Background: an optimization exercise with open tools, aiming at small area, a short achievable clock period and few clock cycles. Do not read the settings as production practice. In this exercise RTL edits were held to simulation tests only and were not proved equivalent to the original.

// Milestone1
module Milestone1 (
	input  logic        Clock,
	input  logic        Resetn,
	input  logic        Enable,
	output logic [17:0] SRAM_address,
	input  logic [15:0] SRAM_read_data,
	output logic [15:0] SRAM_write_data,
	output logic        SRAM_we_n
);
localparam [17:0] U_BASE   = 18'd38400;
localparam [17:0] V_BASE   = 18'd57600;
localparam [17:0] RGB_BASE = 18'd146944;
logic       busy, first, oddB;
logic [7:0] col;
logic [3:0] ph;
logic [15:0] p;    
logic [17:0] wa;   
logic [7:0] wU [0:5];
logic [7:0] wV [0:5];
logic [7:0] hU, vh1, vh2;
logic [15:0] Yh;
logic [7:0] B0h, G1h, B1h;
wire [7:0] rd_hi = SRAM_read_data[15:8];
wire [7:0] rd_lo = SRAM_read_data[7:0];
logic selV;   
wire [7:0] fa = selV ? wV[0] : wU[0];
wire [7:0] fb = selV ? wV[1] : wU[1];
wire [7:0] fc = selV ? wV[2] : wU[2];
wire [7:0] fd = selV ? wV[3] : wU[3];
wire [7:0] fe = selV ? wV[4] : wU[4];
wire [7:0] ff = selV ? wV[5] : wU[5];
logic [8:0] s1, s2, s3;
always_ff @(posedge Clock) begin
	s1 <= fa + ff;
	s2 <= fb + fe;
	s3 <= fc + fd;
end
wire tf_0 = s1[7] ^ s1[5];
wire tf_1 = s1[7] & s1[5];
wire tf_2 = s1[8] ^ s1[6];
wire tf_3 = s1[8] & s1[6];
wire tf_4 = s1[5] ^ s1[3];
wire tf_5 = s1[5] & s1[3];
wire tf_6 = s1[6] ^ s1[4] ^ s1[2];
wire tf_7 = (s1[6] & s1[4]) | (s1[6] & s1[2]) | (s1[4] & s1[2]);
wire tf_8 = s2[4] ^ s2[0] ^ s3[6];
wire tf_9 = (s2[4] & s2[0]) | (s2[4] & s3[6]) | (s2[0] & s3[6]);
wire tf_10 = tf_0 ^ s1[3] ^ s2[3];
wire tf_11 = (tf_0 & s1[3]) | (tf_0 & s2[3]) | (s1[3] & s2[3]);
wire tf_12 = s2[5] ^ s2[1] ^ s3[7];
wire tf_13 = (s2[5] & s2[1]) | (s2[5] & s3[7]) | (s2[1] & s3[7]);
wire tf_14 = s3[2] ^ s3[0];
wire tf_15 = s3[2] & s3[0];
wire tf_16 = tf_1 ^ tf_2 ^ s1[4];
wire tf_17 = (tf_1 & tf_2) | (tf_1 & s1[4]) | (tf_2 & s1[4]);
wire tf_18 = s2[4] ^ s3[3] ^ s3[1];
wire tf_19 = (s2[4] & s3[3]) | (s2[4] & s3[1]) | (s3[3] & s3[1]);
wire tf_20 = s2[6] ^ s2[2] ^ s3[8];
  ...
Size in the first run: about 2200 cells after synthesis, about 410 flip-flops, roughly 54 I/O pins, about 25000 um^2 of cells after synthesis.
Settings: LEC_CHECK=0, CAP_MARGIN=20, CORE_MARGIN=2, CORE_UTILIZATION=60, PLACE_DENSITY=0.75, SETUP_SLACK_MARGIN=5, SLEW_MARGIN=20; clock period 12.0 ns.
standard.sh (not shown) runs the stock make flow with config.mk's settings and CLKGATE_MAP_FILE= SYNTH_SCRIPT=/design/flow/synth_recipe.tcl, a recipe that flattens the netlist after the stock synthesis.
==> flow/flow/run.sh <==
#!/bin/bash
set -euo pipefail
sed 's/SETUP_SLACK_MARGIN=5 /SETUP_SLACK_MARGIN=8.6 /' standard.sh > standard_margin.sh
grep -q 'SETUP_SLACK_MARGIN=8.6 ' standard_margin.sh
bash standard_margin.sh > standard_margin.log 2>&1
The first run went through all stages and came out clean.
Testbench counts at the start, summed over its fixed seeds: cycles 1,545,712.
Edit:
--- a/flow/config.mk
+++ b/flow/config.mk
@@ -7,0 +8 @@
+export ABC_AREA = 1
@@ -10,0 +12,2 @@
+export CTS_CLUSTER_DIAMETER = 100
+export CTS_CLUSTER_SIZE = 24
Effect:
- design area came out lower by a few percent
- fmax came out lower slightly
- setup slack is worse by 0.011 ns
- global-route usage came out higher by 0.49 points
- clock-buffer cell count came out lower by 20
- final cell count came out higher by roughly a tenth
- clock skew came out higher by 0.015 ns
Edit:
==> flow/flow/run.sh (replaced) <==
#!/bin/bash
set -euo pipefail
sed 's/SETUP_SLACK_MARGIN=5 /SETUP_SLACK_MARGIN=9.0 /' standard.sh > standard_margin.sh
grep -q 'SETUP_SLACK_MARGIN=9.0 ' standard_margin.sh
bash standard_margin.sh > standard_margin.log 2>&1
--- a/flow/config.mk
+++ b/flow/config.mk
@@ -8 +7,0 @@
-export ABC_AREA = 1
@@ -12,2 +10,0 @@
-export CTS_CLUSTER_DIAMETER = 100
-export CTS_CLUSTER_SIZE = 24
Worst setup slack loses 0.0062 ns.
Final cell count decreases by a little under a tenth.
Synthesized cell count decreases by roughly a tenth.

---

Starting RTL as in the previous note.
==> flow/config.mk <==
export PLATFORM = sky130hd
export DESIGN_NAME = Milestone1
export DESIGN_NICKNAME = Milestone1
export VERILOG_FILES = /design/flow/design.v
export SDC_FILE = /design/flow/constraint.sdc
export NUM_CORES = 4
export LEC_CHECK = 0
export ABC_AREA = 1
export CAP_MARGIN = 20
export CORE_MARGIN = 2
export CORE_UTILIZATION = 60
export PLACE_DENSITY = 0.75
export SETUP_SLACK_MARGIN = 5
export SLEW_MARGIN = 20
==> flow/constraint.sdc <==
create_clock -name core_clock -period 12.0 [get_ports {Clock}]
set_input_delay 2.4000 -clock core_clock [delete_from_list [all_inputs] [get_ports {Clock}]]
set_output_delay 2.4000 -clock core_clock [all_outputs]
set_load 0.01 [all_outputs]
run.sh (not shown) runs the stock make flow with config.mk's settings and CLKGATE_MAP_FILE= SYNTH_SCRIPT=/design/flow/synth_recipe.tcl, a recipe that flattens the netlist after the stock synthesis.
Stock flow here: none of the scripts above is used.
Testbench counts at the start, summed over its fixed seeds: cycles 1,545,712.
Rerun with:
==> flow/flow/run.sh (new file) <==
#!/bin/bash
set -euo pipefail
sed 's/SETUP_SLACK_MARGIN=5 /SETUP_SLACK_MARGIN=8.6 /' standard.sh > standard_margin.sh
grep -q 'SETUP_SLACK_MARGIN=8.6 ' standard_margin.sh
bash standard_margin.sh > standard_margin.log 2>&1
==> flow/standard.sh (new file) <==
#!/bin/bash
# synth_recipe.tcl (not shown) runs the flow's synth.tcl, then flattens the netlist and writes it again
# the make line also repeats each setting of config.mk as NAME=value (left out here)
make -C /OpenROAD-flow-scripts/flow DESIGN_CONFIG=/design/flow/config.mk WORK_HOME=/design/flow/orfs CLKGATE_MAP_FILE= SYNTH_SCRIPT=/design/flow/synth_recipe.tcl "${@:-finish}"
Settings changed: ABC_AREA 1 to unset, CTS_CLUSTER_DIAMETER set to 60, CTS_CLUSTER_SIZE set to 30.
removed: flow/run.sh
Outcome:
- worst setup slack is better by 380 ps
- count of clock-buffer cells in the layout shrinks by 31
- fmax grows by 11%
- cell count shrinks by about 10%
- routed wire length shrinks by 1.5%
- clock skew grows by 5.5 ps
- via count shrinks by 7.0%
- global-route usage shrinks by 1.0 points
- non-clock buffer count grows by 45
Rerun with:
Settings changed: CTS_CLUSTER_DIAMETER 60 to 100, CTS_CLUSTER_SIZE 30 to 24.
- routed wire length came out lower by 0.75%
- first-iteration DRC count came out lower by 5.0%
- core utilization came out lower by 1.4 points
- non-clock buffer count came out lower by 2
- final area came out lower by 2.0%
- die area does not change
- flip-flop and latch count does not change
- hold slack gains 7.6 ps
- final cell count came out lower by 0.73%
Rerun with:
==> flow/run.sh (new file) <==
#!/bin/bash
# synth_recipe.tcl (not shown) runs the flow's synth.tcl, then flattens the netlist and writes it again
# the make line also repeats each setting of config.mk as NAME=value (left out here)
make -C /OpenROAD-flow-scripts/flow DESIGN_CONFIG=/design/flow/config.mk WORK_HOME=/design/flow/orfs CLKGATE_MAP_FILE= SYNTH_SCRIPT=/design/flow/synth_recipe.tcl finish
Settings changed: ABC_CLOCK_PERIOD_IN_PS set to 4000, CORE_UTILIZATION 60 to 40, CTS_CLUSTER_DIAMETER 100 to unset, CTS_CLUSTER_SIZE 24 to unset, PLACE_DENSITY 0.75 to 0.6.
removed: flow/flow/run.sh
removed: flow/standard.sh
Outcome: First-iteration DRC count went down by well over a third. Global-route usage went down by 8.4 points. Sequential share of layout area went down by 1.2 points. Via count went down by a few percent.

---

Starting RTL as in the previous note.
clock: 12.0 ns
lec_check: 0
cap_margin: 20
core_margin: 2
core_utilization: 75
place_density: 0.85
setup_slack_margin: 5
slew_margin: 20
Stock flow here: none of the scripts above is used.
The baseline passed the timing, DRC and antenna checks.
Testbench counts at the start, summed over its fixed seeds: cycles 1,545,712.
Change:
--- a/flow/config.mk
+++ b/flow/config.mk
@@ -9,4 +9,4 @@
 export CORE_MARGIN = 2
-export CORE_UTILIZATION = 75
-export PLACE_DENSITY = 0.85
+export CORE_UTILIZATION = 40
+export PLACE_DENSITY = 0.6
 export SETUP_SLACK_MARGIN = 5
Die area grows by 85%.
Setup slack gets worse by 0.048 ns.
Clock-buffer cell count falls by 1.
First-iteration DRC count falls by 45%.
Global-route usage decreases by 17 points.
Maximum frequency shrinks by 1.1%.
Change:
--- a/flow/config.mk
+++ b/flow/config.mk
@@ -9,4 +9,5 @@
 export CORE_MARGIN = 2
-export CORE_UTILIZATION = 40
-export PLACE_DENSITY = 0.6
+export CORE_UTILIZATION = 60
+export CTS_BUF_LIST = sky130_fd_sc_hd__clkbuf_4 sky130_fd_sc_hd__clkbuf_8
+export PLACE_DENSITY = 0.75
 export SETUP_SLACK_MARGIN = 5
=>
- The changed run finished clean
- utilization increases by 22 points
- worst setup slack improves by 0.061 ns
- final cell count is lower by 8.4%
- die area went down by 33%
- clock-buffer cell count came out higher by 36
Change:
==> flow/flow/run.sh (new file) <==
#!/bin/bash
set -euo pipefail
sed 's/SETUP_SLACK_MARGIN=5 /SETUP_SLACK_MARGIN=8 /' standard.sh > standard_margin.sh
grep -q 'SETUP_SLACK_MARGIN=8 ' standard_margin.sh
bash standard_margin.sh > standard_margin.log 2>&1
==> flow/standard.sh (new file) <==
#!/bin/bash
# synth_recipe.tcl (not shown) runs the flow's synth.tcl, then flattens the netlist and writes it again
# the make line also repeats each setting of config.mk as NAME=value (left out here)
make -C /OpenROAD-flow-scripts/flow DESIGN_CONFIG=/design/flow/config.mk WORK_HOME=/design/flow/orfs CLKGATE_MAP_FILE= SYNTH_SCRIPT=/design/flow/synth_recipe.tcl "${@:-finish}"
--- a/flow/config.mk
+++ b/flow/config.mk
@@ -10,3 +10,2 @@
 export CORE_UTILIZATION = 60
-export CTS_BUF_LIST = sky130_fd_sc_hd__clkbuf_4 sky130_fd_sc_hd__clkbuf_8
 export PLACE_DENSITY = 0.75
removed: flow/run.sh
=> Routed wire length falls by 0.79%; clock-buffer cell count goes down by 35; die area does not change.
Change:
==> flow/run.sh (new file) <==
#!/bin/bash
# synth_recipe.tcl (not shown) runs the flow's synth.tcl, then flattens the netlist and writes it again
# the make line also repeats each setting of config.mk as NAME=value (left out here)
make -C /OpenROAD-flow-scripts/flow DESIGN_CONFIG=/design/flow/config.mk WORK_HOME=/design/flow/orfs CLKGATE_MAP_FILE= SYNTH_SCRIPT=/design/flow/synth_recipe.tcl finish
removed: flow/flow/run.sh
removed: flow/standard.sh
The new run passed the timing, DRC and antenna checks.
Setup slack degrades by 0.20 ns.
Clock-buffer cell count goes down by 1.
Routed wire length goes up by 0.84%.
Final area stays flat.

==> what the ideal ports hide <==
In the flow no input, the clock included, has a driving cell. The finished layouts below were timed again as built, in two steps.
Step 1, drivers: a clkbuf_16 drives Clock and a buf_2 each remaining input, both assumed.
Step 2 moves the port delays by t, midway between the first and last clock arrival at a register: inputs arrive t later, outputs are due t later. That takes back most of the time a late clock gives input paths.
Slacks: ideal ports / drivers / drivers and shift; pairs: ideal ports / drivers.
run	t, ns	slack for setup (ns)	worst hold slack (ns)
the first run of note 1	0.630	8.401 / 8.345 / 8.457	0.436 / 0.436 / 0.436
the second run of note 1	0.619	8.390 / 8.337 / 8.541	0.439 / 0.439 / 0.439
the third run of note 1	0.642	8.384 / 8.328 / 8.503	0.441 / 0.441 / 0.441
the first run of note 2	0.629	7.998 / 7.945 / 8.009	0.438 / 0.438 / 0.438
the second run of note 2	0.654	8.382 / 8.324 / 8.458	0.440 / 0.440 / 0.440
the third run of note 2	0.607	8.407 / 8.350 / 8.452	0.448 / 0.448 / 0.448
the fourth run of note 2	0.641	7.806 / 7.806 / 7.806	0.438 / 0.438 / 0.438
the first run of note 3	0.605	7.854 / 7.854 / 7.854	0.444 / 0.444 / 0.444
the second run of note 3	0.641	7.806 / 7.806 / 7.806	0.438 / 0.438 / 0.438
the third run of note 3	0.691	7.867 / 7.842 / 7.867	0.395 / 0.395 / 0.395
the fourth run of note 3	0.627	8.142 / 8.086 / 8.181	0.445 / 0.445 / 0.445
the fifth run of note 3	0.637	7.941 / 7.923 / 7.941	0.439 / 0.439 / 0.439
After both steps setup and hold are still met in every run listed.
